From an optimization exercise on the open Yosys and OpenROAD flow, aimed at small area, a short achievable clock period and few clock cycles; shortcuts taken in it are not production practice.
Where RTL was checked, it was by simulation tests only, not by an equivalence proof against the original.
The RTL of runs 5 and 6 was laid out without a check of its function.
No activity file was given, so power comes from the tool's default toggle rates.

===== flow/config.mk =====
export PLATFORM = sky130hd
export DESIGN_NAME = ECE564MyDesign
export DESIGN_NICKNAME = ECE564MyDesign
export VERILOG_FILES = /design/flow/design.v
export SDC_FILE = /design/flow/constraint.sdc
export NUM_CORES = 4
export LEC_CHECK = 0
export ABC_CLOCK_PERIOD_IN_PS = 3500
export CAP_MARGIN = 20
export CORE_MARGIN = 2
export CORE_UTILIZATION = 60
export CTS_BUF_LIST = sky130_fd_sc_hd__clkbuf_8 sky130_fd_sc_hd__clkbuf_16
export CTS_CLUSTER_DIAMETER = 120
export CTS_CLUSTER_SIZE = 24
export SLEW_MARGIN = 20
export TNS_END_PERCENT = 0

===== flow/constraint.sdc =====
create_clock -name core_clock -period 11.0 [get_ports {clk}]
set_input_delay 2.2000 -clock core_clock [delete_from_list [all_inputs] [get_ports {clk}]]
set_output_delay 2.2000 -clock core_clock [all_outputs]
set_load 0.01 [all_outputs]

===== flow/design.v =====
module ECE564MyDesign
	    (
            input  wire               xxx__dut__run            ,
            output reg                dut__xxx__busy           ,
            input  wire               clk                      ,
            input  wire               reset_b                  ,
            output reg  [11:0]        dut__sram__write_address  ,
            output reg  [15:0]        dut__sram__write_data     ,
            output reg                dut__sram__write_enable   ,
            output wire [11:0]        dut__sram__read_address   ,
            input  wire [15:0]        sram__dut__read_data      ,
            output wire [11:0]        dut__gmem__read_address   ,
            input  wire [15:0]        gmem__dut__read_data      ,
            output wire [11:0]        dut__tanhmem__read_address     ,
            input  wire [15:0]        tanhmem__dut__read_data
            );
function [71:0] csa;
	input [35:0] x, y, z;
	begin
		csa = {(x & y) | (x & z) | (y & z), x ^ y ^ z};
	end
endfunction
function [23:0] brec;
	input [15:0] y;
	integer k;
	reg [2:0] d;
	begin
		for (k = 0; k < 8; k = k + 1) begin
			d = (k == 0) ? {y[1:0], 1'b0} : y[2*k-1 +: 3];
			brec[k]      = d[1] ^ d[0];
			brec[8 + k]  = (d == 3'b011) | (d == 3'b100);
			brec[16 + k] = d[2] & ~(d[1] & d[0]);
		end
	end
endfunction
function [71:0] booth8;
	input [15:0] x;
	input [23:0] yr;
	integer k;
	reg [7:0]  ng;
	reg [16:0] mag, pk;
	reg [35:0] r0, r1, r2, r3, r4, r5, r6, r7, r8, rk;
	reg [71:0] a1, a2, a3, b1, b2, c1, e1;
	begin
		ng = yr[23:16];
		for (k = 0; k < 8; k = k + 1) begin
			mag = ({x[15], x} & {17{yr[k]}}) | ({x, 1'b0} & {17{yr[8 + k]}});
			pk = mag ^ {17{ng[k]}};
			rk = {19'd0, ~pk[16], pk[15:0]} << (2*k);
			if (k > 0)
				rk = rk | ({35'd0, ng[k-1]} << (2*k-2));
			case (k)
				0: r0 = rk;  1: r1 = rk;  2: r2 = rk;  3: r3 = rk;
				4: r4 = rk;  5: r5 = rk;  6: r6 = rk;  default: r7 = rk;
			endcase
		end
		r8 = 36'hFAAAB0000 | {21'd0, ng[7], 14'd0};
		a1 = csa(r0, r1, r2);
		a2 = csa(r3, r4, r5);
		a3 = csa(r6, r7, r8);
		b1 = csa(a1[35:0], {a1[70:36], 1'b0}, a2[35:0]);
		b2 = csa({a2[70:36], 1'b0}, a3[35:0], {a3[70:36], 1'b0});
		c1 = csa(b1[35:0], {b1[70:36], 1'b0}, b2[35:0]);
		e1 = csa(c1[35:0], {c1[70:36], 1'b0}, {b2[70:36], 1'b0});
		booth8 = {e1[70:36], 1'b0, e1[35:0]};
	end
endfunction
reg  [12:0] n;
wire [3:0]  p = n[3:0];
wire [8:0]  q = n[12:4];
always @(posedge clk)
	if (!reset_b)
		n <= 13'd0;
	else
		n <= (n + 13'd1) & {13{xxx__dut__run | dut__xxx__busy}};
assign dut__sram__read_address = {3'b000, n[11:8], n[3:0], 1'b0};
assign dut__gmem__read_address = {3'b000, n[7:4],  n[3:0], 1'b0};
reg ph_first, ph_cap, ph_up, ph_tl, ph_tu, ph_ld, ph_step;
always @(posedge clk) begin
	ph_first <= (p == 4'd2);                
	ph_cap   <= (p == 4'd2) & dut__xxx__busy;    
	ph_up    <= (p == 4'd3);
	ph_tl    <= (p == 4'd4);
	ph_tu    <= (p == 4'd5);
	ph_ld    <= (p == 4'd6);
	ph_step  <= p[3] | (p == 4'd7);
end
reg [15:0] xr;
reg [23:0] gr;                           
always @(posedge clk) begin
	xr <= sram__dut__read_data;
	gr <= brec(gmem__dut__read_data);
end
reg  [35:0] ms, mc;
reg  [35:0] acc;
always @(posedge clk) begin
	{mc, ms} <= booth8(xr, gr);
	acc <= (ph_first ? 36'd0 : acc) + ms + mc;
end
wire        s   = acc[35];
wire [35:0] Ap  = acc ^ {36{s}};
wire        sat = (|Ap[35:32]) | (s & (&Ap[31:0]));
reg         neg, sat_r;
reg  [23:0] F;
reg  [8:0]  taddr;
reg  [15:0] tL;
assign dut__tanhmem__read_address = {2'b00, taddr, 1'b0};
always @(posedge clk) begin
	if (ph_cap) begin
		neg   <= acc[35];
		sat_r <= sat;
		F     <= Ap[23:0];
		taddr <= sat ? 9'd255 : {1'b0, Ap[31:24]};
	end
	if (ph_up && !sat_r)
		taddr <= taddr + 9'd1;
	if (ph_tl)
		tL <= tanhmem__dut__read_data;
end
reg  [18:0] Dsh;
reg  [24:0] H;
reg  [2:0]  bd;
wire [24:0] mg0 = bd[1] ? {F, 1'b0} : bd[0] ? {1'b0, F} : 25'd0;
wire [27:0] T   = {{2{H[24]}}, H, bd[2]} + {({2'd0, mg0} ^ {27{bd[2]}}), bd[2]};
wire [17:0] D1  = {2'b00, Dsh[16:1]} + {2'b11, ~tL};           
wire [2:0]  dn  = ph_ld ? {D1[1:0], 1'b1} : Dsh[4:2];        
always @(posedge clk) begin
	if (ph_tu) begin
		Dsh <= {2'b00, tanhmem__dut__read_data, 1'b0};       
	end else if (ph_ld) begin
		Dsh <= {D1, 1'b1};
		H   <= {{7{D1[17]}}, D1} & {25{neg}};
	end else if (ph_step) begin
		Dsh <= {{2{Dsh[18]}}, Dsh[18:2]};
		H   <= T[27:3];
	end
	if (ph_ld | ph_step)
		bd <= {dn[2] & ~(dn[1] & dn[0]), (dn == 3'b011) | (dn == 3'b100), dn[1] ^ dn[0]};
end
wire [15:0] R = (tL + H[21:6]) ^ {16{neg}};
always @(posedge clk) begin
	if (!reset_b) begin
		dut__xxx__busy          <= 1'b0;
		dut__sram__write_enable <= 1'b0;
	end else begin
		if (xxx__dut__run)
			dut__xxx__busy <= 1'b1;
		else if (q == 9'd257 && p == 4'd2)
			dut__xxx__busy <= 1'b0;
		dut__sram__write_enable <= dut__xxx__busy && p == 4'd1 && q >= 9'd2 && q <= 9'd257;
	end
	dut__sram__write_data    <= R;
	dut__sram__write_address <= {3'b001, q[7:0] - 8'd2, 1'b0};
end
endmodule

===== flow/flow/run.sh =====
#!/bin/bash
# Standard layout (the standard.sh, the design's constraint.sdc), with
#  - the port buffers made with the smallest plain buffer.
set -euo pipefail
bash standard.sh SETUP_SLACK_MARGIN=7 \
  "BUFFER_PORTS_ARGS=-buffer_cell sky130_fd_sc_hd__buf_1" \
  finish > flow_standard.log 2>&1

===== flow/standard.sh =====
#!/bin/bash
# synth_recipe.tcl (not shown) runs the flow's synth.tcl, then flattens the netlist and writes it again
# the make line also repeats each setting of config.mk as NAME=value (left out here)
make -C /OpenROAD-flow-scripts/flow DESIGN_CONFIG=/design/flow/config.mk WORK_HOME=/design/flow/orfs CLKGATE_MAP_FILE= SYNTH_SCRIPT=/design/flow/synth_recipe.tcl "${@:-finish}"

==> run_results.csv, run 1 <==
group,metric,value,unit
global_routing,grt_use_total,26.2,%
routing,antenna_left,0,
clocking,cts_resized,0,
synth,ys_ff_latch,279,
die,die_width,188,um
die,die_h,188,um
synth,yosys.area.top_type,"dfxtp_1",
layout,fin_nets,2392,
global_routing,grt_start_max_net_pins,48,
timing,worstMarginPinSlew,1180,ps
clocking,htree_levels,1,
synth,ys_warn_count,1,
timing,worst_slack,7120,ps
synth,synthArstFlopShare,0,%
clocking,clk_path_buf_depth,3,
routing,wl_per_cell,18.3,um
routing,viasPerCell,5.72,
clocking,cts.sinks,279,
die,core_area,0.0334,mm^2
clocking,root_buffer,"clkbuf_16",
layout,diodes,0,
timing,timing.final.crit_share,35.3,%
global_routing,antenna_found_initial,0,
clocking,hold_buffers,0,
synth,synth_ff_type,"dfxtp_1",
placement,io_buffers,101,
placement,dp_cells,2474,
synth,synth_edf_count,95,
timing,tns,0,ps
clocking,worst_skew_pair.late_latency,500,ps
layout,syn_to_final_growth,4.32,%
layout,final_cell_area,0.0211,mm^2
worst_setup_path,cp.required,11380,ps
layout,mostFrequentLayoutCells,"xnor2_1 (195), inv_1 (190), dfxtp_1 (183), ha_1 (178), a22oi_1 (144)",
timing,finalHoldViolations,0,
pwr,total_power,5.56,mW
worst_setup_path,crit_family,"compound AO/OA/AOI/OAI gates",
worst_setup_path,cp-end-kind,"flop",
routing,firstDrtPassIters,5,
clocking,tritoncts,"built",
synth,syn-mean-instance-area,9.85,um^2
global_routing,gr-total-overflow,0,
layout,drive_gt1_share,3.31,%
timing,max_freq,258,MHz
timing,fin_hold_ws,487,ps
timing,slew_headroom,21.4,%
min_path,holdCritPathClass,"reg2reg",
routing,drt-total-wl,45.8,mm
global_routing,grt_pass1_wl,74.8,mm
synth,synthCells,2052,
worst_setup_path,worstPathCellList,"buf_4 > nor2b_1 > ha_1 > ha_1 > fa_1 > a211oi_2 > o21ai_1 > a31oi_4 > o211ai_2 > a21o_1 > a211o_1 > a221oi_4 > o21bai_1 > xor2_1",
worst_setup_path,start_kind,"flop",
placement,globalplace.congestion,0.847,
die,initial_core_util,60.6,%
worst_setup_path,cp_slowest_cell,"fa_1",
worst_setup_path,path_common_cell,"ha_1",
timing,fin_worst_skew,10.8,ps
timing,period_needed,3880,ps
worst_setup_path,path_class,"reg2reg",
timing,slew_viol_final,0,
die,num_rows,67,
routing,routed-via-count,14315,
synth,netlist_area,0.0202,mm^2
worst_setup_path,crit_buf_inv,1,
routing,first_iter_violations,832,
layout,final_cells,2504,
global_routing,grt_pass1_vias,14459,
layout,utilization,63.2,%
pwr,p_leak,8.99,nW
die,die_area,0.0352,mm^2
placement,hpwlAfterDp,35.2,mm
placement,placed_area,0.0206,mm^2
timing,rsz0062_at_grt,"yes",
clocking,cts.clk_slew.worst_paths,100,ps
clocking,cts_buffers,15,
pwr,ir_worst_vdd,0.000156,V
synth,ys_types,69,
die,pin_count,117,
worst_setup_path,critPathArrivalTime,4260,ps
layout,final_common_cell,"xnor2_1",
synth,synth_top_cell_area_share,18.2,%
worst_setup_path,max_stage_delay,500,ps
worst_setup_path,cp_max_fo,36,
synth,yosysSeqAreaShare,32.3,%
status,status,"finished clean",
flow_run,cap_violations,0,
pwr,p_per_area,264,mW/mm^2
synth,synthTopCellsByArea,"dfxtp_1 (18%), edfxtp_1 (14%), fa_1 (11%), ha_1 (11%), xnor2_1 (8.4%)",
placement,place_ws,7030,ps
timing,setup_viol,0,
routing,drcViolationCount,0,
cell usage after synthesis (3+ instances only):
cell type  number
fa_1          113
a41oi_1         5
nand4_1        11
a211o_1        12
o22ai_1        12
or2_2           5
o211a_1         3
xor2_1        115
buf_1           8
nor2b_1        37
mux2i_1         4
and2_1          8
a31oi_1        22
nand2_1        84
ha_1          178
and3_1         17
o21bai_1       14
nor4_1          8
a31o_2          3
nor2_1         95
a22oi_1       144
nor3_1         21
inv_1         185
xnor2_1       195
a21o_1         49
o21ai_0        64
a21oi_1        82
clkbuf_1      107
edfxtp_1       95
or3_1           3
nand3_1        30
mux2_2         13
nand2b_1       29
o31ai_1         5
buf_2           3
dfxtp_1       184
a211oi_1        7
buf_4          31
o21a_1         11
layer usage:
layer	wire, um	track usage, %	up-vias
met4	2060	10.8	0
met5	0	0	-
li1	-	-	6970
met2	22700	46.8	407
met3	2000	2.19	100
met1	19000	32.8	6838
layout make-up:
| type | count | area [um^2] |
|---|---|---|
| Fill cell | 2889 | 12300 |
| Timing Repair Buffer | 117 | 499 |
| Clock inverter | 7 | 53.8 |
| Tap cell | 448 | 561 |
| Multi-Input combinational cell | 1450 | 12400 |
| Clock buffer | 16 | 389 |
| Sequential cell | 279 | 6540 |
| Inverter | 187 | 702 |
power by group:
| group | internal [mW] | switching [mW] | total [mW] |
|---|---|---|---|
| Clock | 0.281 | 0.335 | 0.616 |
| Sequential | 1.36 | 0.223 | 1.59 |
| Combinational | 1.50 | 1.86 | 3.36 |
| Total | 3.14 | 2.42 | 5.56 |
path summary, 6_finish.rpt:
path | start | to | slack [ps] | cells past startpoint
worst min register to register | n[4] | dut__sram__write_address[1] | 490 | 0
worst max-delay path | ph_first | acc[33] | 7120 | 14
worst max register to register | ph_first | acc[33] | 7120 | 14
worst min-delay path | n[4] | dut__sram__write_address[1] | 490 | 0
sequential cells by signal, indices dropped and copies added, names as in the netlist, 16 cells and up:
register,count
gr,24
tL,16
H,25
xr,16
F,24
acc,36
mc,28
Dsh,18
dut__sram__write_data,16
ms,32
logic make-up after synthesis:
family	Yosys count	synth area share, %
flip-flops	279	32.3
XOR/XNOR	310	13.4
AO/OA/AOI/OAI	457	15.5
multiplexers	17	0.922
AND/OR/NAND/NOR	360	8.80
other	2	0.0371
buffers and inverters	336	6.83
adder cells (fa/ha/maj)	291	22.2
timing repair:
item                                    in CTS  in global routing
setup buffers                                1                  6
endpoints found under the hold margin        0                  0
endpoints found under the setup margin       1                  6
Testbench counts, summed over its fixed seeds: cycles 98,784.
==> run 2, diff against run 1 <==
--- a/flow/config.mk
+++ b/flow/config.mk
@@ -15,2 +15 @@
 export SLEW_MARGIN = 20
-export TNS_END_PERCENT = 0
==> run 2 against run 1 <==
Still clean on timing, DRC and antenna; final cell count unchanged; total power about the same; clock-buffer cell count unchanged; combinational power about the same; design area about the same; worst hold slack about the same; sequential share of layout area about the same; first-iteration DRC count increased by 0.12%; largest cell class unchanged; highest routed layer unchanged.
==> run_results.csv, run 2 <==
group,metric,value,unit
synth,synthArstFlopShare,0,%
clocking,htree_levels,1,
placement,place_ws,7030,ps
die,num_rows,67,
clocking,clk_path_buf_depth,3,
timing,timing.final.crit_share,34.4,%
clocking,root_buffer,"clkbuf_16",
placement,io_buffers,101,
routing,drt-total-wl,45.8,mm
pwr,p_seq_share,28.5,%
global_routing,grt_start_max_net_pins,48,
layout,drive_gt1_share,3.31,%
worst_setup_path,cp.required,11380,ps
timing,setup_viol,0,
worst_setup_path,path_class,"reg2reg",
die,die_area,0.0352,mm^2
synth,synth_edf_count,95,
layout,syn_to_final_growth,4.36,%
clocking,cts.sinks,279,
synth,synth_ff_type,"dfxtp_1",
clocking,tritoncts,"built",
pwr,combPwrFrac,60.4,%
synth,ys_ff_latch,279,
pwr,p_per_area,264,mW/mm^2
placement,placed_area,0.0206,mm^2
timing,finalHoldViolations,0,
routing,firstDrtPassIters,6,
global_routing,grt_pass1_wl,74.8,mm
clocking,hold_buffers,0,
pwr,p_leak,8.99,nW
synth,synthTopCellsByArea,"dfxtp_1 (18%), edfxtp_1 (14%), fa_1 (11%), ha_1 (11%), xnor2_1 (8.4%)",
min_path,holdCritPathClass,"reg2reg",
clocking,worst_skew_pair.late_latency,500,ps
die,initial_core_util,60.6,%
synth,synthCells,2052,
die,die_width,188,um
synth,syn-mean-instance-area,9.85,um^2
global_routing,antenna_found_initial,0,
layout,largest_register,"acc",
worst_setup_path,start_kind,"flop",
routing,drcViolationCount,0,
layout,final_common_cell,"xnor2_1",
status,status,"finished clean",
pwr,p_sw,2.42,mW
synth,yosys.area.top_type,"dfxtp_1",
worst_setup_path,cp_max_fo,36,
synth,netlist_area,0.0202,mm^2
worst_setup_path,critPathArrivalTime,4170,ps
synth,ys_warn_count,1,
pwr,clockPowerShare,11.0,%
placement,globalplace.congestion,0.847,
die,pin_count,117,
synth,synth_top_cell_area_share,18.2,%
timing,max_freq,264,MHz
timing,tns,0,ps
die,die_h,188,um
routing,antenna_left,0,
layout,largest_reg_flops,36,
synth,synth.most_common_cell,"xnor2_1",
layout,final_cell_area,0.0211,mm^2
timing,worst_slack,7210,ps
clocking,cts.clk_slew.worst_paths,100,ps
synth,yosysSeqAreaShare,32.3,%
timing,slew_viol_final,0,
flow_run,cap_violations,0,
pwr,p_sw_share,43.6,%
worst_setup_path,cp-end-kind,"flop",
timing,slew_headroom,21.4,%
pwr,ir_worst_vdd,0.000159,V
timing,period_needed,3790,ps
timing,fin_worst_skew,10.7,ps
clocking,cts_buffers,15,
global_routing,grt_pass1_vias,14459,
routing,routed-via-count,14350,
timing,rsz0062_at_grt,"no",
layout,fin_nets,2392,
placement,hpwlAfterDp,35.2,mm
synth,ys_types,69,
layout,mostFrequentLayoutCells,"xnor2_1 (195), inv_1 (190), dfxtp_1 (183), ha_1 (178), a22oi_1 (144)",
die,core_area,0.0334,mm^2
routing,wl_per_cell,18.3,um
global_routing,grt_use_total,26.2,%
layout,diodes,0,
routing,first_iter_violations,833,
synth,synth_commonest_cells,"xnor2_1 (195), inv_1 (185), dfxtp_1 (184)",
pwr,internal_power,3.14,mW
routing,viasPerCell,5.73,
timing,worstMarginPinSlew,1180,ps
global_routing,gr-total-overflow,0,
-- run 2: cell counts after synthesis --
No cell type changed its count.
-- run 2: layer usage --
layer  part of all wire [%]  GRT usage (%)  vias up
li1                       -              -     6975
met5                      0              0        -
met4                    4.5           10.8        0
met1                     42           32.8     6857
met2                     50           46.8      418
met3                    4.3           2.19      100
-- run 2: timing repair --
action                                 CTS  global route
buffers inserted                         1             6
setup endpoints to repair                1             6
endpoints found under the hold margin    0             0
resized for setup                        0             2
-- run 2: cell families after synthesis --
| kind of cell | Yosys count | share of synthesized area [%] |
|---|---|---|
| flip-flops | 279 | 32.3 |
| adder cells (fa/ha/maj) | 291 | 22.2 |
| multiplexers | 17 | 0.922 |
| AO/OA/AOI/OAI | 457 | 15.5 |
| XOR/XNOR | 310 | 13.4 |
| buffers and inverters | 336 | 6.83 |
| AND/OR/NAND/NOR | 360 | 8.80 |
| other | 2 | 0.0371 |
-- run 2: critical path, cell delays in order, from the launching register on --
cell and delay (ps):
dfxtp_1 350, buf_8 220, nor2b_1 80, ha_1 280, ha_1 230, fa_1 500, a211oi_2 220, o21ai_1 140
a31oi_4 250, o211ai_2 150, a21o_1 230, a211o_1 370, a221oi_4 370, o21bai_1 130, xor2_1 150
-- run 2: cell type report --
| class | instances | area (um^2) |
|---|---|---|
| fill | 2890 | 12300 |
| sequential | 279 | 6540 |
| inverter | 187 | 702 |
| clock inverter | 7 | 53.8 |
| clock buffer | 16 | 389 |
| tap | 448 | 561 |
| multi-input combinational | 1450 | 12400 |
| timing repair buffer | 117 | 507 |
-- run 2: per-stage QoR --
stage	util (%)	std cells	hold WS, ps	power (mW)
after global routing	63.2	2504	504	6.15
after detailed placement	61.7	2474	475	4.97
after global placement	61.7	2474	468	4.88
final	63.2	2504	487	5.56
after floorplan	-	2065	406	4.20
after CTS	63.1	2498	481	5.59
-- run 2: worst paths after layout --
kind / endpoint / cells after the start / startpoint / slack (ps)
worst max register to register: acc[33] / 14 / ph_first / 7210
worst max-delay path: acc[33] / 14 / ph_first / 7210
worst min register to register: dut__sram__write_address[1] / 0 / n[4] / 490
worst min-delay path: dut__sram__write_address[1] / 0 / n[4] / 490
-- run 2: power by group through the flow --
stage,sequential (mW),combinational (mW),clock (mW)
detailed placement,1.62,3.35,0
CTS,1.59,3.37,0.629
global placement,1.61,3.26,0
finish,1.59,3.36,0.615
global route,1.61,3.88,0.663
floorplan,1.49,2.71,0
==> run 3, diff against run 2 <==
--- a/flow/flow/run.sh
+++ b/flow/flow/run.sh
@@ -4,3 +4,3 @@
 set -euo pipefail
-bash standard.sh SETUP_SLACK_MARGIN=7 \
+bash standard.sh SETUP_SLACK_MARGIN=6.8 \
   "BUFFER_PORTS_ARGS=-buffer_cell sky130_fd_sc_hd__buf_1" \
==> run 3 against run 2 <==
Clock skew fell by 0.72 ps; sequential share of layout area up 0.077 points; die area stayed put; design area decreased by 0.25%; routed wire length is 0.13% lower; first-iteration DRC count grew 1.1%; sequential power about the same; sequential cell count did not move; setup slack worse by 81 ps; highest routed layer unchanged.
==> run_results.csv, run 3 <==
group,metric,value,unit
status,status,"finished clean",
clocking,htree_levels,1,
worst_setup_path,cp-end-kind,"flop",
global_routing,grt_pass1_wl,74.7,mm
placement,hpwlAfterDp,35.2,mm
pwr,p_per_area,264,mW/mm^2
synth,ys_warn_count,1,
worst_setup_path,critPathArrivalTime,4250,ps
routing,drt-total-wl,45.8,mm
clocking,cts.sinks,279,
layout,largest_reg_flops,36,
global_routing,gr-total-overflow,0,
synth,synth_commonest_cells,"xnor2_1 (195), inv_1 (185), dfxtp_1 (184)",
synth,synth_ff_type,"dfxtp_1",
die,core_area,0.0334,mm^2
layout,drive_gt1_share,3.02,%
synth,synth_edf_count,95,
synth,yosys.area.top_type,"dfxtp_1",
worst_setup_path,cp.required,11380,ps
timing,slew_viol_final,0,
clocking,postCtsSetupBuffers,0,
routing,antenna_left,0,
clocking,cts.clk_slew.worst_paths,100,ps
clocking,root_buffer,"clkbuf_16",
layout,largest_register,"acc",
synth,syn-mean-instance-area,9.85,um^2
worst_setup_path,path_class,"reg2reg",
synth,synthArstFlopShare,0,%
die,die_area,0.0352,mm^2
clocking,worst_skew_pair.late_latency,500,ps
placement,io_buffers,101,
clocking,cts_resized,0,
layout,utilization,63.1,%
synth,synthTopCellsByArea,"dfxtp_1 (18%), edfxtp_1 (14%), fa_1 (11%), ha_1 (11%), xnor2_1 (8.4%)",
die,die_h,188,um
synth,synth_top_cell_area_share,18.2,%
synth,synthCells,2052,
synth,netlist_area,0.0202,mm^2
timing,slew_headroom,21.1,%
pwr,p_leak,8.96,nW
routing,viasPerCell,5.72,
clocking,clk_path_buf_depth,3,
pwr,ir_worst_vdd,0.000159,V
routing,wl_per_cell,18.3,um
timing,rsz0062_at_grt,"no",
timing,fin_worst_skew,9.97,ps
routing,first_iter_violations,842,
timing,setup_viol,0,
routing,drcViolationCount,0,
placement,globalplace.congestion,0.847,
layout,mostFrequentLayoutCells,"xnor2_1 (195), inv_1 (190), dfxtp_1 (183), ha_1 (178), a22oi_1 (144)",
layout,syn_to_final_growth,4.10,%
min_path,holdCritPathClass,"reg2reg",
clocking,cts_buffers,15,
synth,yosysSeqAreaShare,32.3,%
layout,diodes,0,
synth,ys_types,69,
flow_run,cap_violations,0,
global_routing,grt_pass1_vias,14441,
timing,worstMarginPinSlew,1180,ps
die,num_rows,67,
synth,synth.most_common_cell,"xnor2_1",
die,pin_count,117,
routing,routed-via-count,14281,
clocking,tritoncts,"built",
global_routing,grt_use_total,26.2,%
timing,period_needed,3870,ps
synth,ys_ff_latch,279,
timing,tns,0,ps
die,die_width,188,um
timing,timing.final.crit_share,35.2,%
layout,fin_nets,2386,
worst_setup_path,start_kind,"flop",
worst_setup_path,cp_max_fo,36,
layout,final_common_cell,"xnor2_1",
routing,firstDrtPassIters,5,
timing,max_freq,258,MHz
global_routing,antenna_found_initial,0,
global_routing,grt_start_max_net_pins,48,
die,initial_core_util,60.6,%
clocking,hold_buffers,0,
timing,finalHoldViolations,0,
-- run 3: cell count changes in the layout (fill, tap and decap cells not counted) --
| cell | before | now |
|---|---|---|
| buf_4 | 15 | 10 |
| buf_8 | 1 | 0 |
-- run 3: per-stage QoR --
stage / total power, mW / setup WS [ps] / instances / cell area, um^2 / hold WS [ps]
final: 5.56 / 7130 / 2498 / 21100 / 483
after global routing: 6.15 / 6830 / 2498 / 21100 / 504
after floorplan: 4.20 / 7350 / 2065 / 20300 / 406
after global placement: 4.88 / 7060 / 2474 / 20600 / 468
after detailed placement: 4.97 / 7030 / 2474 / 20600 / 475
after CTS: 5.59 / 7000 / 2497 / 21000 / 481
-- run 3: worst paths after layout --
| check | start | end | slack, ps | depth (start not counted) |
|---|---|---|---|---|
| worst min register to register | n[4] | dut__sram__write_address[1] | 480 | 0 |
| worst max register to register | ph_first | acc[33] | 7130 | 14 |
| worst min-delay path | n[4] | dut__sram__write_address[1] | 480 | 0 |
| worst max-delay path | ph_first | acc[33] | 7130 | 14 |
-- run 3: critical path: stages, from the launching register on --
cell	delay (ps)
dfxtp_1	320
buf_4	320
nor2b_1	90
ha_1	290
ha_1	230
fa_1	500
a211oi_2	220
o21ai_1	140
a31oi_4	250
o211ai_2	150
a21o_1	230
a211o_1	360
a221oi_4	370
o21bai_1	130
xor2_1	150
-- run 3: cell type report --
class,instances,area (um^2)
Fill cell,2891,12300
Clock inverter,7,53.8
Sequential cell,279,6540
Multi-Input combinational cell,1450,12400
Inverter,187,702
Tap cell,448,561
Clock buffer,16,389
Timing Repair Buffer,111,454
-- run 3: cell families after synthesis --
logic type / count (synthesis) / synth area share, %
multiplexers: 17 / 0.922
buffers and inverters: 336 / 6.83
XOR/XNOR: 310 / 13.4
flip-flops: 279 / 32.3
adder cells (fa/ha/maj): 291 / 22.2
other: 2 / 0.0371
AND/OR/NAND/NOR: 360 / 8.80
AO/OA/AOI/OAI: 457 / 15.5
-- run 3: per-layer routing --
| layer | vias to the layer above | track usage (%) | routed length [um] |
|---|---|---|---|
| li1 | 6961 | - | - |
| met1 | 6874 | 32.8 | 19300 |
| met2 | 353 | 47.0 | 22800 |
| met3 | 93 | 2.19 | 1810 |
| met4 | 0 | 10.2 | 1890 |
| met5 | - | 0 | 0 |
-- run 3: where the power goes --
| group | leakage [nW] | total (mW) | internal [mW] | switching [mW] |
|---|---|---|---|---|
| Sequential | 2.40 | 1.59 | 1.36 | 0.223 |
| Combinational | 6.33 | 3.36 | 1.50 | 1.86 |
| Clock | 0.237 | 0.614 | 0.281 | 0.333 |
| Total | 8.96 | 5.56 | 3.14 | 2.42 |
==> run 4, diff against run 3 <==
--- a/flow/flow/run.sh
+++ b/flow/flow/run.sh
@@ -4,3 +4,3 @@
 set -euo pipefail
-bash standard.sh SETUP_SLACK_MARGIN=6.8 \
+bash standard.sh SETUP_SLACK_MARGIN=7.2 \
   "BUFFER_PORTS_ARGS=-buffer_cell sky130_fd_sc_hd__buf_1" \
==> run 4 against run 3 <==
Worst hold slack improved by 6.9 ps; final cell count increased by 0.16%; synthesized cell count stayed put; highest routed layer unchanged.
==> run_results.csv, run 4 <==
group,metric,value,unit
synth,synthTopCellsByArea,"dfxtp_1 (18%), edfxtp_1 (14%), fa_1 (11%), ha_1 (11%), xnor2_1 (8.4%)",
worst_setup_path,cp_max_fo,18,
routing,firstDrtPassIters,5,
layout,final_common_cell,"xnor2_1",
die,num_rows,67,
die,core_area,0.0334,mm^2
die,die_h,188,um
clocking,htree_levels,1,
clocking,cts.sinks,279,
synth,ys_warn_count,1,
clocking,cts_buffers,15,
worst_setup_path,cp.required,11370,ps
die,initial_core_util,60.6,%
timing,setup_viol,0,
routing,viasPerCell,5.73,
synth,synth_fa_ha_area_share,22.2,%
global_routing,antenna_found_initial,0,
pwr,p_leak,8.98,nW
clocking,root_buffer,"clkbuf_16",
timing,fin_worst_skew,11.4,ps
layout,largest_reg_flops,36,
pwr,p_per_area,265,mW/mm^2
synth,synth_top_family_by_area,"adder cells",
synth,synth_compound_area_share,15.5,%
die,die_area,0.0352,mm^2
worst_setup_path,path_class,"reg2reg",
clocking,cts.clk_slew.worst_paths,100,ps
placement,hpwlAfterDp,35.2,mm
layout,fin_nets,2390,
flow_run,cap_violations,0,
placement,dp_cells,2474,
global_routing,grt_start_max_net_pins,48,
routing,drt-total-wl,46.0,mm
timing,rsz0062_at_grt,"yes",
synth,netlist_area,0.0202,mm^2
routing,antenna_left,0,
timing,finalHoldViolations,0,
synth,synth_commonest_cells,"xnor2_1 (195), inv_1 (185), dfxtp_1 (184)",
status,status,"finished clean",
timing,period_needed,3700,ps
min_path,holdCritPathClass,"reg2reg",
placement,globalplace.congestion,0.847,
synth,syn-mean-instance-area,9.85,um^2
pwr,ir_worst_vdd,0.000158,V
synth,ys_ff_latch,279,
timing,max_freq,271,MHz
global_routing,gr-total-overflow,0,
synth,synthCells,2052,
synth,yosys.area_share.simple,8.80,%
global_routing,grt_pass1_wl,74.8,mm
worst_setup_path,cp-end-kind,"flop",
routing,drcViolationCount,0,
synth,synthArstFlopShare,0,%
timing,tns,0,ps
layout,final_cell_area,0.0211,mm^2
timing,slew_viol_final,0,
placement,placed_area,0.0206,mm^2
timing,slew_headroom,21.7,%
clocking,worst_skew_pair.late_latency,500,ps
synth,yosysSeqAreaShare,32.3,%
synth,yosys.area.top_type,"dfxtp_1",
synth,ys_types,69,
synth,synth_top_cell_area_share,18.2,%
layout,diodes,0,
die,die_width,188,um
layout,largest_register,"acc",
layout,mostFrequentLayoutCells,"xnor2_1 (195), inv_1 (190), dfxtp_1 (182), ha_1 (178), a22oi_1 (144)",
routing,routed-via-count,14337,
synth,synth_xor_area_share,13.4,%
synth,muxShareOfSynthArea,0.922,%
worst_setup_path,critPathArrivalTime,4060,ps
global_routing,grt_pass1_vias,14466,
die,pin_count,117,
layout,final_cells,2502,
synth,synth_ff_type,"dfxtp_1",
routing,first_iter_violations,803,
timing,timing.final.crit_share,33.6,%
placement,io_buffers,101,
layout,drive_gt1_share,3.46,%
clocking,clk_path_buf_depth,3,
routing,wl_per_cell,18.4,um
timing,worstMarginPinSlew,1170,ps
synth,synth_edf_count,95,
worst_setup_path,start_kind,"flop",
clocking,tritoncts,"built",
synth,synth.most_common_cell,"xnor2_1",
layout,syn_to_final_growth,4.50,%
global_routing,grt_use_total,26.2,%
## run 4: final cells by class
| type | count | area [um^2] |
|---|---|---|
| multi-input combinational | 1450 | 12400 |
| clock buffer | 16 | 389 |
| inverter | 187 | 702 |
| tap | 448 | 561 |
| fill | 2885 | 12200 |
| clock inverter | 7 | 53.8 |
| timing repair buffer | 115 | 514 |
| sequential | 279 | 6540 |
## run 4: power by group
group | switching (mW) | total (mW) | internal, mW
registers | 0.225 | 1.59 | 1.36
logic | 1.88 | 3.39 | 1.52
clock network | 0.334 | 0.614 | 0.281
total | 2.44 | 5.60 | 3.16
## run 4: worst max-delay path: stages (launching register included)
cell	delay, ps
dfxtp_1	1110
xnor2_1	240
fa_1	580
inv_1	50
fa_1	460
fa_1	550
inv_1	60
fa_1	510
## run 4: path summary, 6_finish.rpt
path         startpoint                           to  slack, ps  cells after the start
max              gr[19]                       ms[16]       7300                      7
min                n[4]  dut__sram__write_address[1]        490                      0
max reg2reg      gr[19]                       ms[16]       7300                      7
min reg2reg        n[4]  dut__sram__write_address[1]        490                      0
## run 4: cell families (layout without fill, tap and decap cells)
group           count (synthesis)  in the layout
compound gates                457            457
fa+ha+maj                     291            291
xor+xnor                      310            310
mux                            17             17
other cells                     2             15
flops                         279            279
simple gates                  360            360
buf+inv                       336            325
## run 4: metrics by stage
step / power, mW / hold WS, ps / utilization [%] / setup WS (ps)
6_report: 5.60 / 490 / 63.3 / 7300
2_1_floorplan: 4.20 / 406 / - / 7350
3_5_place_dp: 4.97 / 475 / 61.7 / 7030
4_1_cts: 5.59 / 481 / 63.1 / 7200
5_1_grt: 6.19 / 504 / 63.3 / 7160
3_3_place_gp: 4.88 / 468 / 61.7 / 7060
## run 4: what timing repair did
| action | 4_1_cts | 5_1_grt |
|---|---|---|
| setup buffers | 2 | 2 |
| pin swaps | 0 | 3 |
| cloned | 0 | 1 |
| setup endpoints to repair | 6 | 7 |
| gates resized for setup | 2 | 11 |
| hold buffers | 0 | 0 |
## run 4: routing by layer
| layer | routed length [um] | up-vias | global-route usage, % |
|---|---|---|---|
| met3 | 1880 | 100 | 2.36 |
| met2 | 22900 | 375 | 46.8 |
| li1 | - | 6969 | - |
| met1 | 19200 | 6893 | 32.7 |
| met4 | 1990 | 0 | 10.9 |
| met5 | 0 | - | 0 |
==> run 5, diff against run 4 <==
--- a/flow/design.v
+++ b/flow/design.v
@@ -77,5 +77,6 @@
 assign dut__gmem__read_address = {3'b000, n[7:4],  n[3:0], 1'b0};
-reg ph_first, ph_cap, ph_up, ph_tl, ph_tu, ph_ld, ph_step;
+reg ph_first, ph_first_hi, ph_cap, ph_up, ph_tl, ph_tu, ph_ld, ph_step;
 always @(posedge clk) begin
 	ph_first <= (p == 4'd2);                
+	ph_first_hi <= (p == 4'd2) & (dut__xxx__busy | xxx__dut__run);    
 	ph_cap   <= (p == 4'd2) & dut__xxx__busy;    
@@ -97,3 +98,3 @@
 	{mc, ms} <= booth8(xr, gr);
-	acc <= (ph_first ? 36'd0 : acc) + ms + mc;
+	acc <= (acc & {{18{~ph_first_hi}}, {18{~ph_first}}}) + ms + mc;
 end
--- a/flow/flow/run.sh
+++ b/flow/flow/run.sh
@@ -4,3 +4,3 @@
 set -euo pipefail
-bash standard.sh SETUP_SLACK_MARGIN=7.2 \
+bash standard.sh SETUP_SLACK_MARGIN=7 \
   "BUFFER_PORTS_ARGS=-buffer_cell sky130_fd_sc_hd__buf_1" \
==> run 5 against run 4 <==
Die area increased by 0.90%; setup slack got worse by 140 ps; sequential power increased by 3%; sequential cell count increased by 1; critical path depth increased by 6; design area increased by 0.69%; maximum frequency decreased by 3.5%; total power increased by 0.79%; non-clock buffer count decreased by 4; worst hold slack got worse by 24 ps; register-to-register slack got worse by 140 ps; critical endpoint is now H[12].
==> run_results.csv, run 5 <==
group,metric,value,unit
clocking,root_buffer,"clkbuf_16",
timing,slew_viol_final,0,
routing,drt-total-wl,47.1,mm
worst_setup_path,cp_max_fo,12,
routing,first_iter_violations,889,
clocking,cts.clk_slew.worst_paths,110,ps
timing,finalHoldViolations,0,
timing,period_needed,3830,ps
synth,synthArstFlopShare,0,%
routing,viasPerCell,5.79,
worst_setup_path,path_class,"reg2reg",
global_routing,gr-total-overflow,0,
synth,syn-mean-instance-area,9.94,um^2
timing,rsz0062_at_grt,"yes",
routing,wl_per_cell,18.8,um
placement,hpwlAfterDp,36.2,mm
synth,synthCells,2054,
worst_setup_path,max_stage_delay,490,ps
routing,drcViolationCount,0,
pwr,ir_worst_vdd,0.000149,V
layout,largest_register,"acc",
synth,yosysSeqAreaShare,32.1,%
layout,drive_gt1_share,3.50,%
layout,mostFrequentLayoutCells,"inv_1 (205), dfxtp_1 (179), ha_1 (178), xnor2_1 (175), a22oi_1 (143)",
layout,fin_nets,2391,
global_routing,grt_pass1_vias,14688,
die,pin_count,117,
synth,synthTopCellsByArea,"dfxtp_1 (18%), edfxtp_1 (14%), fa_1 (11%), ha_1 (11%), xnor2_1 (7.5%)",
synth,synth_ff_type,"dfxtp_1",
layout,final_common_cell,"inv_1",
synth,synth_edf_count,95,
clocking,tritoncts,"built",
placement,io_buffers,101,
layout,diodes,0,
worst_setup_path,crit_buf_inv,1,
synth,synth_commonest_cells,"inv_1 (199), dfxtp_1 (185), ha_1 (178)",
layout,utilization,63.5,%
die,die_area,0.0355,mm^2
global_routing,antenna_found_initial,0,
die,die_h,188,um
timing,timing.final.crit_share,34.8,%
synth,netlist_area,0.0204,mm^2
min_path,holdCritPathClass,"reg2reg",
timing,tns,0,ps
flow_run,cap_violations,0,
clocking,clk_path_buf_depth,3,
worst_setup_path,cp-end-kind,"flop",
global_routing,grt_pass1_wl,76.7,mm
synth,ys_warn_count,1,
routing,firstDrtPassIters,5,
die,num_rows,67,
placement,globalplace.congestion,0.899,
pwr,p_leak,9.00,nW
synth,synth.most_common_cell,"inv_1",
synth,yosys.area.top_type,"dfxtp_1",
pwr,p_per_area,265,mW/mm^2
global_routing,grt_start_max_net_pins,66,
worst_setup_path,crit_family,"compound AO/OA/AOI/OAI gates",
synth,ys_ff_latch,280,
clocking,worst_skew_pair.late_latency,510,ps
clocking,cts_buffers,15,
die,die_width,188,um
synth,synth_top_cell_area_share,18.1,%
status,status,"finished clean",
synth,ys_types,73,
placement,dp_cells,2477,
routing,antenna_left,0,
layout,final_cell_area,0.0213,mm^2
layout,syn_to_final_growth,4.27,%
placement,placed_area,0.0208,mm^2
timing,fin_worst_skew,20.4,ps
clocking,cts.sinks,280,
worst_setup_path,worstPathCellList,"nor2b_4 > buf_4 > a22oi_1 > xnor2_1 > ha_1 > a21oi_1 > o211a_1 > o211ai_1 > a41o_1 > o41ai_1 > o21a_1 > xor2_1 > o21ai_1",
clocking,htree_levels,1,
layout,final_cells,2503,
worst_setup_path,cp.required,11240,ps
timing,slew_headroom,27.1,%
pwr,total_power,5.64,mW
worst_setup_path,cp_slowest_cell,"o41ai_1",
timing,setup_viol,0,
worst_setup_path,critPathArrivalTime,4070,ps
layout,largest_reg_flops,36,
routing,routed-via-count,14484,
die,initial_core_util,60.9,%
global_routing,grt_use_total,26.8,%
timing,max_freq,261,MHz
worst_setup_path,start_kind,"flop",
die,core_area,0.0335,mm^2
timing,worstMarginPinSlew,1090,ps
==> run 5: changes by cell type after synthesis, sizes merged, moves of 11 or more <==
cell / before / now
nand2: 84 / 64
xnor2: 195 / 175
a21oi: 82 / 63
inv: 185 / 199
xor2: 115 / 128
o21ai: 67 / 56
==> run 5: layer usage <==
| metal | vias to the layer above | GRT usage, % | wire length (um) |
|---|---|---|---|
| met2 | 461 | 47.7 | 23400 |
| met3 | 110 | 2.31 | 2040 |
| met4 | 0 | 10.5 | 1990 |
| met1 | 6903 | 33.9 | 19700 |
| met5 | - | 0 | 0 |
| li1 | 7010 | - | - |
==> run 5: layout make-up <==
type | count | area, um^2
well taps | 448 | 561
multi-input cells | 1441 | 12500
flip-flops and latches | 280 | 6560
clock buffers | 15 | 375
clock inverters | 8 | 82.6
inverters | 200 | 751
fillers | 2862 | 12300
repair buffers | 111 | 454
==> run 5: path summary, 6_finish.rpt <==
| check | from | endpoint | slack, ps | depth (start not counted) |
|---|---|---|---|---|
| max | bd[1] | H[12] | 7170 | 13 |
| min | n[4] | dut__sram__write_address[1] | 470 | 0 |
| max reg2reg | bd[1] | H[12] | 7170 | 13 |
| min reg2reg | n[4] | dut__sram__write_address[1] | 470 | 0 |
==> run 5: kinds of logic after synthesis <==
logic type,after synthesis,share of synthesized area [%]
AO/OA/AOI/OAI,444,15.3
AND/OR/NAND/NOR,355,8.82
buffers and inverters,346,6.95
XOR/XNOR,303,13.0
adder cells (fa/ha/maj),291,22.0
flip-flops,280,32.1
multiplexers,33,1.74
other,2,0.0368
==> run 5: repair_timing <==
action / in CTS / in global routing
pin swaps: 0 / 0
hold buffers: 0 / 0
endpoints found under the hold margin: 0 / 0
resized for setup: 2 / 2
buffers inserted: 1 / 2
setup endpoints to repair: 16 / 19
==> run 5: power by group <==
group | internal [mW] | leakage, nW | switching [mW] | total [mW]
sequential | 1.37 | 2.40 | 0.267 | 1.63
clock | 0.297 | 0.245 | 0.341 | 0.639
combinational | 1.51 | 6.35 | 1.86 | 3.37
total | 3.17 | 9.00 | 2.47 | 5.64
==> run 5: stage by stage <==
step	hold WS, ps	setup WS, ps
after detailed placement	456	6480
after global routing	489	6930
after floorplan	406	7440
after CTS	471	7000
final	467	7170
after global placement	458	6700
==> run 6, diff against run 5 <==
--- a/flow/design.v
+++ b/flow/design.v
@@ -77,6 +77,5 @@
 assign dut__gmem__read_address = {3'b000, n[7:4],  n[3:0], 1'b0};
-reg ph_first, ph_first_hi, ph_cap, ph_up, ph_tl, ph_tu, ph_ld, ph_step;
+reg ph_first, ph_cap, ph_up, ph_tl, ph_tu, ph_ld, ph_step;
 always @(posedge clk) begin
 	ph_first <= (p == 4'd2);                
-	ph_first_hi <= (p == 4'd2) & (dut__xxx__busy | xxx__dut__run);    
 	ph_cap   <= (p == 4'd2) & dut__xxx__busy;    
@@ -98,3 +97,3 @@
 	{mc, ms} <= booth8(xr, gr);
-	acc <= (acc & {{18{~ph_first_hi}}, {18{~ph_first}}}) + ms + mc;
+	acc <= (ph_first ? 36'd0 : acc) + ms + mc;
 end
@@ -122,7 +121,7 @@
 reg  [24:0] H;
-reg  [2:0]  bd;
-wire [24:0] mg0 = bd[1] ? {F, 1'b0} : bd[0] ? {1'b0, F} : 25'd0;
-wire [27:0] T   = {{2{H[24]}}, H, bd[2]} + {({2'd0, mg0} ^ {27{bd[2]}}), bd[2]};
+wire        ng0 = Dsh[2] & ~(Dsh[1] & Dsh[0]);
+wire [24:0] mg0 = (Dsh[2:0] == 3'b011 || Dsh[2:0] == 3'b100) ? {F, 1'b0} :
+                  (Dsh[1] ^ Dsh[0]) ? {1'b0, F} : 25'd0;
+wire [27:0] T   = {{2{H[24]}}, H, ng0} + {({2'd0, mg0} ^ {27{ng0}}), ng0};
 wire [17:0] D1  = {2'b00, Dsh[16:1]} + {2'b11, ~tL};           
-wire [2:0]  dn  = ph_ld ? {D1[1:0], 1'b1} : Dsh[4:2];        
 always @(posedge clk) begin
@@ -137,4 +136,2 @@
 	end
-	if (ph_ld | ph_step)
-		bd <= {dn[2] & ~(dn[1] & dn[0]), (dn == 3'b011) | (dn == 3'b100), dn[1] ^ dn[0]};
 end
--- a/flow/config.mk
+++ b/flow/config.mk
@@ -12,4 +12,4 @@
 export CTS_BUF_LIST = sky130_fd_sc_hd__clkbuf_8 sky130_fd_sc_hd__clkbuf_16
-export CTS_CLUSTER_DIAMETER = 120
-export CTS_CLUSTER_SIZE = 24
+export CTS_CLUSTER_DIAMETER = 100
+export CTS_CLUSTER_SIZE = 18
 export SLEW_MARGIN = 20
==> run 6 against run 5 <==
Non-clock buffer count increased by 16; largest cell class unchanged; worst hold slack gained 0.91 ps; combinational power is about 10% higher; design area grew 1.3%; routed wire length up 1.1%; critical path depth grew 3; die area down 0.12%; largest power group unchanged; sequential share of layout area fell by 0.83 points; final cell count grew 1.0%; sequential cell count is 3 lower; maximum frequency down 1.2%; via count increased by 2.2%.
==> run_results.csv, run 6 <==
group,metric,value,unit
worst_setup_path,rrSetupSlack,7120,ps
routing,firstDrtPassIters,5,
placement,io_buffers,101,
global_routing,grt_start_max_net_pins,48,
worst_setup_path,cp_max_fo,8,
min_path,holdCritPathClass,"reg2reg",
clocking,worst_skew_pair.late_latency,540,ps
clocking,htree_levels,1,
timing,max_freq,258,MHz
placement,globalplace.congestion,0.872,
placement,hpwlAfterDp,35.9,mm
synth,synthTopCellsByArea,"dfxtp_1 (18%), edfxtp_1 (14%), fa_1 (11%), ha_1 (11%), xnor2_1 (7.9%)",
clocking,cts.sinks,277,
synth,synthArstFlopShare,0,%
worst_setup_path,start_kind,"flop",
worst_setup_path,cp.required,11290,ps
layout,mostFrequentLayoutCells,"inv_1 (185), xnor2_1 (185), dfxtp_1 (181), ha_1 (175), xor2_1 (122)",
min_path,holdPathEnd,"acc[0]",
global_routing,grt_pass1_vias,14879,
flow_run,cap_violations,0,
die,num_rows,67,
worst_setup_path,reg2reg_to,"H[21]",
routing,antenna_left,0,
pwr,ir_worst_vdd,0.000252,V
routing,routed-via-count,14798,
layout,final_cells,2528,
worst_setup_path,r2r_cells,16,
pwr,p_sw_share,43.9,%
die,die_width,188,um
timing,rsz0062_at_grt,"yes",
worst_setup_path,max_stage_delay,470,ps
synth,synth_edf_count,92,
synth,ys_ff_latch,277,
placement,dp_cells,2481,
timing,slew_headroom,24.1,%
global_routing,gr-total-overflow,0,
worst_setup_path,cp_slowest_cell,"edfxtp_1",
synth,synth_ff_type,"dfxtp_1",
timing,period_needed,3880,ps
timing,tns,0,ps
routing,drt-total-wl,47.6,mm
min_path,hp-start,"ms[0]",
synth,yosys.area.top_type,"dfxtp_1",
synth,synth_commonest_cells,"dfxtp_1 (185), xnor2_1 (185), ha_1 (180)",
pwr,internal_power,3.36,mW
synth,syn-mean-instance-area,9.90,um^2
pwr,p_per_area,278,mW/mm^2
layout,fin_nets,2416,
die,die_area,0.0355,mm^2
clocking,hold_buffers,0,
timing,fin_hold_ws,468,ps
worst_setup_path,worstPathCellList,"inv_2 > ha_4 > mux2i_4 > and3_1 > a21oi_1 > xnor2_1 > ha_1 > and4_1 > a32o_2 > a221oi_4 > o22ai_2 > o31ai_4 > o311ai_2 > a41oi_2 > xor2_1 > o21ai_1",
timing,slew_viol_final,0,
clocking,cts.clk_slew.worst_paths,90,ps
clocking,clk_path_buf_depth,3,
timing,fin_worst_skew,32.3,ps
layout,largest_register,"acc",
synth,synth_top_cell_area_share,18.2,%
min_path,hold_depth,1,
layout,drive_gt1_share,5.48,%
layout,diodes,0,
global_routing,antenna_found_initial,0,
timing,worst_slack,7120,ps
die,die_h,188,um
pwr,p_leak,9.15,nW
pwr,clockPowerShare,11.3,%
routing,drcViolationCount,0,
die,core_area,0.0335,mm^2
routing,first_iter_violations,959,
global_routing,grt_pass1_wl,77.1,mm
timing,worstMarginPinSlew,1140,ps
synth,ys_warn_count,1,
synth,netlist_area,0.0204,mm^2
die,pin_count,117,
worst_setup_path,path_class,"reg2reg",
worst_setup_path,rr_startpoint,"Dsh[1]",
worst_setup_path,cp-end-kind,"flop",
synth,ys_types,81,
clocking,cts_buffers,19,
pwr,p_sw,2.63,mW
pwr,p_seq_share,26.7,%
die,initial_core_util,60.8,%
routing,viasPerCell,5.85,
pwr,combPwrFrac,61.9,%
worst_setup_path,critPathArrivalTime,4170,ps
worst_setup_path,crit_family,"compound AO/OA/AOI/OAI gates",
status,status,"finished clean",
synth,synthCells,2060,
clocking,root_buffer,"clkbuf_16",
layout,largest_reg_flops,36,
clocking,tritoncts,"built",
timing,timing.final.crit_share,35.3,%
synth,yosysSeqAreaShare,31.7,%
worst_setup_path,crit_buf_inv,1,
timing,finalHoldViolations,0,
placement,place_ws,6210,ps
routing,wl_per_cell,18.8,um
layout,utilization,64.3,%
layout,syn_to_final_growth,5.75,%
timing,setup_viol,0,
global_routing,grt_use_total,27.1,%
[run 6: timing repair]
item / in CTS / in global routing
cloned: 2 / 0
endpoints found under the setup margin: 20 / 13
pin swaps: 0 / 13
resized for setup: 9 / 21
setup buffers: 5 / 11
[run 6: per-stage QoR]
stage	cell area, um^2	power, mW
5_1_grt	21600	6.56
2_1_floorplan	20400	4.40
6_report	21600	5.99
3_3_place_gp	20700	5.20
4_1_cts	21400	5.98
3_5_place_dp	20700	5.27
[run 6: metal layers]
layer	part of all wire [%]	routed length [um]	up-vias	GRT usage, %
met3	4.6	2190	101	2.89
met2	51	24500	412	50.3
met1	40	19000	7212	32.3
met4	4.0	1890	0	10.2
met5	0	0	-	0
li1	-	-	7073	-
[run 6: area by class of cell]
class,count,area (um^2)
clock inverter,9,43.8
clock buffer,20,500
sequential,277,6470
tap,448,561
fill,2866,12000
inverter,180,676
timing repair buffer,127,591
multi-input combinational,1467,12700
[run 6: worst max path at each step]
stage / from / end / slack, ps / cells after the start
3_3_place_gp: Dsh[1] / H[20] / 6340 / 15
6_report: Dsh[1] / H[21] / 7120 / 16
3_5_place_dp: Dsh[1] / H[18] / 6210 / 15
5_1_grt: Dsh[1] / H[20] / 6970 / 16
4_1_cts: Dsh[1] / H[18] / 7000 / 15
2_1_floorplan: Dsh[1] / H[20] / 7010 / 16
[run 6: power groups by stage]
| stage | registers (mW) | clock network (mW) | logic (mW) |
|---|---|---|---|
| final | 1.60 | 0.679 | 3.71 |
| after CTS | 1.60 | 0.700 | 3.68 |
| after global routing | 1.63 | 0.733 | 4.20 |
| after floorplan | 1.50 | 0 | 2.90 |
| after detailed placement | 1.62 | 0 | 3.65 |
| after global placement | 1.62 | 0 | 3.58 |
[run 6: cells by family (layout without fill, tap and decap cells)]
logic type / Yosys count / count (layout) / synth area share (%)
other: 2 / 15 / 0.0368
DFF: 277 / 277 / 31.7
buffers and inverters: 331 / 336 / 6.89
and+or+nand+nor: 358 / 358 / 8.83
adders and majority gates: 293 / 293 / 22.1
xor gates and xnor gates: 307 / 307 / 13.2
AOI/OAI and AO/OA: 466 / 466 / 15.8
muxes: 26 / 28 / 1.39
==> run 7, diff against run 6 <==
--- a/flow/design.v
+++ b/flow/design.v
@@ -77,3 +77,3 @@
 assign dut__gmem__read_address = {3'b000, n[7:4],  n[3:0], 1'b0};
-reg ph_first, ph_cap, ph_up, ph_tl, ph_tu, ph_ld, ph_step;
+reg ph_first, ph_cap, ph_tl, ph_tu, ph_ld;
 always @(posedge clk) begin
@@ -81,3 +81,2 @@
 	ph_cap   <= (p == 4'd2) & dut__xxx__busy;    
-	ph_up    <= (p == 4'd3);
 	ph_tl    <= (p == 4'd4);
@@ -85,3 +84,2 @@
 	ph_ld    <= (p == 4'd6);
-	ph_step  <= p[3] | (p == 4'd7);
 end
@@ -110,8 +108,7 @@
 		neg   <= acc[35];
-		sat_r <= sat;
 		F     <= Ap[23:0];
-		taddr <= sat ? 9'd255 : {1'b0, Ap[31:24]};
 	end
-	if (ph_up && !sat_r)
-		taddr <= taddr + 9'd1;
+	sat_r <= sat;                                        
+	taddr <= ph_cap ? (sat ? 9'd255 : {1'b0, Ap[31:24]})   
+	                : taddr + {8'd0, ~sat_r};            
 	if (ph_tl)
@@ -121,17 +118,19 @@
 reg  [24:0] H;
-wire        ng0 = Dsh[2] & ~(Dsh[1] & Dsh[0]);
-wire [24:0] mg0 = (Dsh[2:0] == 3'b011 || Dsh[2:0] == 3'b100) ? {F, 1'b0} :
-                  (Dsh[1] ^ Dsh[0]) ? {1'b0, F} : 25'd0;
-wire [27:0] T   = {{2{H[24]}}, H, ng0} + {({2'd0, mg0} ^ {27{ng0}}), ng0};
+reg  [2:0]  bd;
+wire [24:0] mg0 = bd[1] ? {F, 1'b0} : bd[0] ? {1'b0, F} : 25'd0;
+wire [27:0] T   = {{2{H[24]}}, H, bd[2]} + {({2'd0, mg0} ^ {27{bd[2]}}), bd[2]};
 wire [17:0] D1  = {2'b00, Dsh[16:1]} + {2'b11, ~tL};           
+wire [2:0]  dn  = ph_ld ? {D1[1:0], 1'b1} : Dsh[4:2];        
 always @(posedge clk) begin
-	if (ph_tu) begin
+	if (ph_tu)
 		Dsh <= {2'b00, tanhmem__dut__read_data, 1'b0};       
-	end else if (ph_ld) begin
+	else if (ph_ld)
 		Dsh <= {D1, 1'b1};
+	else
+		Dsh <= {{2{Dsh[18]}}, Dsh[18:2]};
+	if (ph_ld)
 		H   <= {{7{D1[17]}}, D1} & {25{neg}};
-	end else if (ph_step) begin
-		Dsh <= {{2{Dsh[18]}}, Dsh[18:2]};
+	else
 		H   <= T[27:3];
-	end
+	bd <= {dn[2] & ~(dn[1] & dn[0]), (dn == 3'b011) | (dn == 3'b100), dn[1] ^ dn[0]};
 end
--- a/flow/flow/run.sh
+++ b/flow/flow/run.sh
@@ -4,3 +4,3 @@
 set -euo pipefail
-bash standard.sh SETUP_SLACK_MARGIN=7 \
+bash standard.sh SETUP_SLACK_MARGIN=7.2 \
   "BUFFER_PORTS_ARGS=-buffer_cell sky130_fd_sc_hd__buf_1" \
--- a/flow/config.mk
+++ b/flow/config.mk
@@ -12,4 +12,4 @@
 export CTS_BUF_LIST = sky130_fd_sc_hd__clkbuf_8 sky130_fd_sc_hd__clkbuf_16
-export CTS_CLUSTER_DIAMETER = 100
-export CTS_CLUSTER_SIZE = 18
+export CTS_CLUSTER_DIAMETER = 120
+export CTS_CLUSTER_SIZE = 24
 export SLEW_MARGIN = 20
==> run 7 against run 6 <==
Register-to-register slack improved by 290 ps; largest cell class unchanged; clock power down 11%; highest routed layer unchanged; setup slack better by 290 ps; sequential power is 12% higher; combinational power is about 20% higher; still clean; clock-buffer cell count fell by 4.
==> run_results.csv, run 7 <==
group,metric,value,unit
global_routing,grt_use_total,27.7,%
timing,max_freq,278,MHz
pwr,p_per_area,335,mW/mm^2
routing,antenna_left,0,
placement,dp_cells,2452,
timing,rsz0062_at_grt,"yes",
layout,drive_gt1_share,2.66,%
layout,fillers,2818,
placement,placed_area,0.0200,mm^2
clocking,worst_skew_pair.late_latency,510,ps
global_routing,grt_pass1_wl,74.7,mm
layout,diodes,0,
routing,viasPerCell,5.78,
die,die_width,185,um
layout,multi_input_area,0.0125,mm^2
synth,ys_warn_count,1,
pwr,total_power,6.86,mW
synth,synth_edf_count,41,
clocking,cts.sinks,277,
synth,synthCells,2034,
die,core_area,0.0324,mm^2
clocking,htree_levels,1,
placement,globalplace.congestion,0.878,
placement,io_buffers,101,
clocking,tritoncts,"built",
synth,ys_types,74,
layout,largest_register,"acc",
layout,syn_to_final_growth,4.10,%
layout,final_common_cell,"dfxtp_1",
clocking,hold_buffers,0,
global_routing,gr-total-overflow,0,
worst_setup_path,path_class,"reg2reg",
synth,synthTopCellsByArea,"dfxtp_1 (24%), fa_1 (11%), ha_1 (11%), xnor2_1 (8.2%), edfxtp_1 (6.3%)",
worst_setup_path,cp_max_fo,18,
timing,setup_viol,0,
routing,drcViolationCount,0,
routing,drt-total-wl,46.7,mm
status,status,"finished clean",
clocking,clk_path_buf_depth,3,
clocking,cts.clk_slew.worst_paths,90,ps
synth,synthArstFlopShare,0,%
layout,final_cell_area,0.0205,mm^2
layout,utilization,63.3,%
timing,worstMarginPinSlew,1160,ps
synth,yosysSeqAreaShare,30.3,%
min_path,holdCritPathClass,"reg2reg",
worst_setup_path,cp.required,11390,ps
die,die_h,185,um
die,initial_core_util,60.8,%
layout,mostFrequentLayoutCells,"dfxtp_1 (230), xnor2_1 (185), ha_1 (179), inv_1 (177), a22oi_1 (142)",
global_routing,grt_start_max_net_pins,57,
layout,seqCellArea,0.00596,mm^2
clocking,cts_buffers,15,
clocking,postCtsSetupBuffers,0,
die,die_area,0.0343,mm^2
worst_setup_path,cp-end-kind,"flop",
timing,tns,0,ps
timing,period_needed,3590,ps
routing,firstDrtPassIters,5,
routing,first_iter_violations,933,
layout,largest_reg_flops,36,
synth,synth.most_common_cell,"dfxtp_1",
flow_run,cap_violations,0,
timing,slew_headroom,22.7,%
synth,netlist_area,0.0197,mm^2
worst_setup_path,start_kind,"flop",
timing,fin_hold_ws,500,ps
timing,slew_viol_final,0,
synth,synth_commonest_cells,"dfxtp_1 (236), xnor2_1 (185), ha_1 (179)",
synth,syn-mean-instance-area,9.67,um^2
timing,worst_slack,7410,ps
clocking,root_buffer,"clkbuf_16",
placement,hpwlAfterDp,36.0,mm
die,pin_count,117,
placement,place_ws,7110,ps
synth,ys_ff_latch,277,
timing,fin_worst_skew,20.0,ps
synth,yosys.area.top_type,"dfxtp_1",
pwr,ir_worst_vdd,0.000194,V
timing,timing.final.crit_share,32.7,%
pwr,p_leak,8.72,nW
timing,finalHoldViolations,0,
synth,synth_ff_type,"dfxtp_1",
layout,fin_nets,2370,
clocking,cts_resized,1,
synth,synth_top_cell_area_share,24.0,%
global_routing,grt_pass1_vias,14077,
global_routing,antenna_found_initial,0,
worst_setup_path,critPathArrivalTime,3980,ps
layout,final_cells,2475,
routing,routed-via-count,14306,
routing,wl_per_cell,18.9,um
die,num_rows,66,
==> run 7: changes by cell type after synthesis, moves of 6 or more <==
cell      delta
a21oi_1     -23
edfxtp_1    -51
dfxtp_1     +51
nand2b_1     +9
nor3_1       +6
and3_1      -12
a22oi_1     +21
nand3_1     +11
inv_1        -8
nand4_1     +11
==> run 7: path summary, 6_finish.rpt <==
| kind | startpoint | to | slack (ps) | depth (start not counted) |
|---|---|---|---|---|
| min | n[4] | dut__sram__write_address[1] | 500 | 0 |
| min reg2reg | n[4] | dut__sram__write_address[1] | 500 | 0 |
| max reg2reg | gr[16] | ms[15] | 7410 | 7 |
| max | gr[16] | ms[15] | 7410 | 7 |
==> run 7: layout make-up <==
cell class,instances,share of cell area (%)
clock inverters,7,0.165
well taps,442,2.70
inverters,172,3.15
clock buffers,16,1.90
repair buffers,107,2.09
multi-input cells,1454,60.9
flip-flops and latches,277,29.1
==> run 7: critical path, stage by stage, from the launching register on <==
cell	delay (ps)
dfxtp_1	1000
xnor2_1	260
fa_1	580
inv_1	50
fa_1	520
fa_1	540
inv_1	60
fa_1	470
==> run 7: metal layers <==
layer	track usage, %	vias to the layer above	share of wire, %
li1	-	6917	-
met1	35.7	6863	43
met2	48.3	417	49
met3	2.32	109	4.2
met4	10.9	0	4.1
met5	0	-	0
==> run 7: kinds of logic (layout without fill, tap and decap cells) <==
logic type	count (synthesis)	count (layout)	synth area share, %
compound gates	448	448	15.6
xor+xnor	304	304	13.5
fa+ha+maj	292	292	22.9
buf+inv	316	302	6.68
flops	277	277	30.3
mux	26	26	1.41
other cells	2	15	0.0382
simple gates	369	369	9.58
==> run 7: power by group <==
part           switching [mW]  internal [mW]
Clock                   0.344          0.259
Sequential              0.349           1.44
Combinational            2.50           1.97
Total                    3.19           3.67
Testbench counts of run 7, summed over its fixed seeds: cycles 98,784.
==> run 8, diff against run 7 <==
--- a/flow/flow/run.sh
+++ b/flow/flow/run.sh
@@ -4,3 +4,3 @@
 set -euo pipefail
-bash standard.sh SETUP_SLACK_MARGIN=7.2 \
+bash standard.sh SETUP_SLACK_MARGIN=8.0 \
   "BUFFER_PORTS_ARGS=-buffer_cell sky130_fd_sc_hd__buf_1" \
==> run 8 against run 7 <==
Die area unchanged; non-clock buffer count is 172 higher; worst hold slack improved by 30 ps; sequential cell count is the same; final cell count rose by 7.0%; total power grew 18%; via count is 8.1% higher; first-iteration DRC count up 19%; register-to-register slack improved by 440 ps; largest power group unchanged.
==> run_results.csv, run 8 <==
group,metric,value,unit
status,status,"finished clean",
synth,ys_ff_latch,277,
global_routing,antenna_found_initial,0,
timing,worst_slack,7820,ps
routing,first_iter_violations,1112,
die,num_rows,66,
synth,synthTopCellsByArea,"dfxtp_1 (24%), fa_1 (11%), ha_1 (11%), xnor2_1 (8.2%), edfxtp_1 (6.3%)",
synth,yosys.area_share.simple,9.58,%
worst_setup_path,max_stage_delay,370,ps
synth,netlist_area,0.0197,mm^2
routing,firstDrtPassIters,7,
layout,fin_nets,2542,
worst_setup_path,cp_max_fo,3,
pwr,combPwrFrac,70.5,%
synth,synth_compound_area_share,15.6,%
clocking,cts.sinks,277,
timing,tns,0,ps
timing,setup_viol,0,
layout,syn_to_final_growth,20.8,%
pwr,p_sw_share,45.3,%
synth,synth_ff_type,"dfxtp_1",
timing,slew_headroom,31.5,%
synth,synth_top_family_by_area,"adder cells",
layout,fillers,2289,
synth,yosys.area.top_type,"dfxtp_1",
worst_setup_path,critPathArrivalTime,980,ps
clocking,root_buffer,"clkbuf_16",
routing,routed-via-count,15458,
placement,io_buffers,101,
global_routing,grt_pass1_wl,80.5,mm
layout,largest_register,"acc",
worst_setup_path,start_kind,"flop",
timing,slew_viol_final,0,
layout,largest_reg_flops,36,
worst_setup_path,cp-end-kind,"output pin",
die,pin_count,117,
clocking,clk_path_buf_depth,3,
routing,antenna_left,0,
clocking,htree_levels,1,
clocking,tritoncts,"built",
layout,drive_gt1_share,25.9,%
worst_setup_path,crit_buf_inv,1,
clocking,worst_skew_pair.late_latency,500,ps
worst_setup_path,crit_family,"flip-flops",
pwr,p_per_area,341,mW/mm^2
min_path,hold_depth,1,
synth,synth_edf_count,41,
pwr,p_leak,10.1,nW
die,core_area,0.0324,mm^2
synth,syn-mean-instance-area,9.67,um^2
global_routing,grt_start_max_net_pins,57,
global_routing,grt_pass1_vias,15078,
layout,utilization,73.4,%
routing,drt-total-wl,52.8,mm
timing,fin_hold_ws,529,ps
placement,placed_area,0.0201,mm^2
synth,muxShareOfSynthArea,1.41,%
synth,synth_xor_area_share,13.5,%
synth,synth_fa_ha_area_share,22.9,%
synth,synthCells,2034,
timing,timing.final.crit_share,28.9,%
placement,place_ws,7170,ps
pwr,total_power,8.09,mW
global_routing,gr-total-overflow,0,
timing,fin_worst_skew,14.7,ps
layout,final_cells,2648,
worst_setup_path,cp.required,8800,ps
timing,worstMarginPinSlew,1030,ps
flow_run,cap_violations,0,
die,die_h,185,um
timing,finalHoldViolations,0,
timing,period_needed,3180,ps
placement,globalplace.congestion,0.899,
layout,mostFrequentLayoutCells,"inv_1 (170), xnor2_1 (165), ha_1 (152), dfxtp_1 (147), buf_4 (144)",
die,initial_core_util,60.8,%
synth,yosysSeqAreaShare,30.3,%
worst_setup_path,cp_slowest_cell,"dfxtp_4",
pwr,p_seq_share,22.1,%
synth,synth_top_cell_area_share,24.0,%
synth,synth.most_common_cell,"dfxtp_1",
min_path,holdCritPathClass,"reg2reg",
layout,diodes,0,
clocking,cts_buffers,15,
synth,synth_commonest_cells,"dfxtp_1 (236), xnor2_1 (185), ha_1 (179)",
synth,ys_warn_count,1,
layout,final_cell_area,0.0238,mm^2
timing,rsz0062_at_grt,"yes",
pwr,ir_worst_vdd,0.000196,V
worst_setup_path,worstPathCellList,"buf_6",
worst_setup_path,r2r_cells,14,
die,die_width,185,um
pwr,p_sw,3.67,mW
routing,viasPerCell,5.84,
synth,ys_types,74,
worst_setup_path,path_class,"reg2out",
pwr,clockPowerShare,7.3,%
pwr,internal_power,4.43,mW
layout,final_common_cell,"inv_1",
synth,synthArstFlopShare,0,%
routing,drcViolationCount,0,
worst_setup_path,cp_num_cells,1,
die,die_area,0.0343,mm^2
routing,wl_per_cell,19.9,um
clocking,cts.clk_slew.worst_paths,100,ps
placement,hpwlAfterDp,35.8,mm
timing,max_freq,314,MHz
global_routing,grt_use_total,29.9,%
placement,dp_cells,2451,
[run 8: cell counts after synthesis]
Identical to the previous run, type by type.
[run 8: per-layer routing]
layer | global-route usage [%] | vias up | part of all wire (%)
met5 | 0 | - | 0
met4 | 13.0 | 0 | 5.3
met3 | 2.69 | 175 | 5.6
met2 | 51.9 | 603 | 48
met1 | 38.2 | 7410 | 41
li1 | - | 7270 | -
[run 8: logic make-up (layout without fill, tap and decap cells)]
kind of cell,after synthesis,in the layout
AND/OR/NAND/NOR,369,369
AO/OA/AOI/OAI,448,448
flip-flops,277,277
XOR/XNOR,304,304
multiplexers,26,26
other,2,15
buffers and inverters,316,475
adder cells (fa/ha/maj),292,292
[run 8: final timing paths]
path,to,start,slack [ps]
hold reg to reg,acc[0],ms[0],530
setup / recovery,dut__gmem__read_address[1],n[0],7820
hold / removal,acc[0],ms[0],530
setup reg to reg,acc[34],ph_first,7850
[run 8: power groups by stage]
| stage | clock network (mW) | registers [mW] | logic [mW] |
|---|---|---|---|
| floorplan | 0 | 1.64 | 3.57 |
| global placement | 0 | 1.83 | 4.37 |
| detailed placement | 0 | 1.83 | 4.45 |
| CTS | 0.607 | 1.79 | 5.12 |
| global route | 0.641 | 1.83 | 6.30 |
| finish | 0.593 | 1.79 | 5.71 |
[run 8: cell type report]
class / count / area [um^2] / share of cell area, %
Multi-Input combinational cell: 1454 / 13700 / 57.7
Sequential cell: 277 / 6190 / 26.1
Timing Repair Buffer: 279 / 2250 / 9.47
Inverter: 172 / 646 / 2.72
Tap cell: 442 / 553 / 2.33
Clock buffer: 15 / 375 / 1.58
Clock inverter: 9 / 42.5 / 0.179
[run 8: timing repair]
| item | CTS | global route |
|---|---|---|
| gates resized for setup | 328 | 174 |
| setup endpoints to repair | 143 | 111 |
| gates cloned | 2 | 0 |
| hold buffers | 0 | 0 |
| pin swaps | 79 | 131 |
| setup buffers | 122 | 49 |

Re-timed with assumed drivers on the ports (clkbuf_16 on the clock, buf_2 on other inputs), run 8 has 7.767 ns of setup slack against 7.818 ns with ideal ports, and 7.847 ns once port delays also move by the mid clock arrival of 0.545 ns.
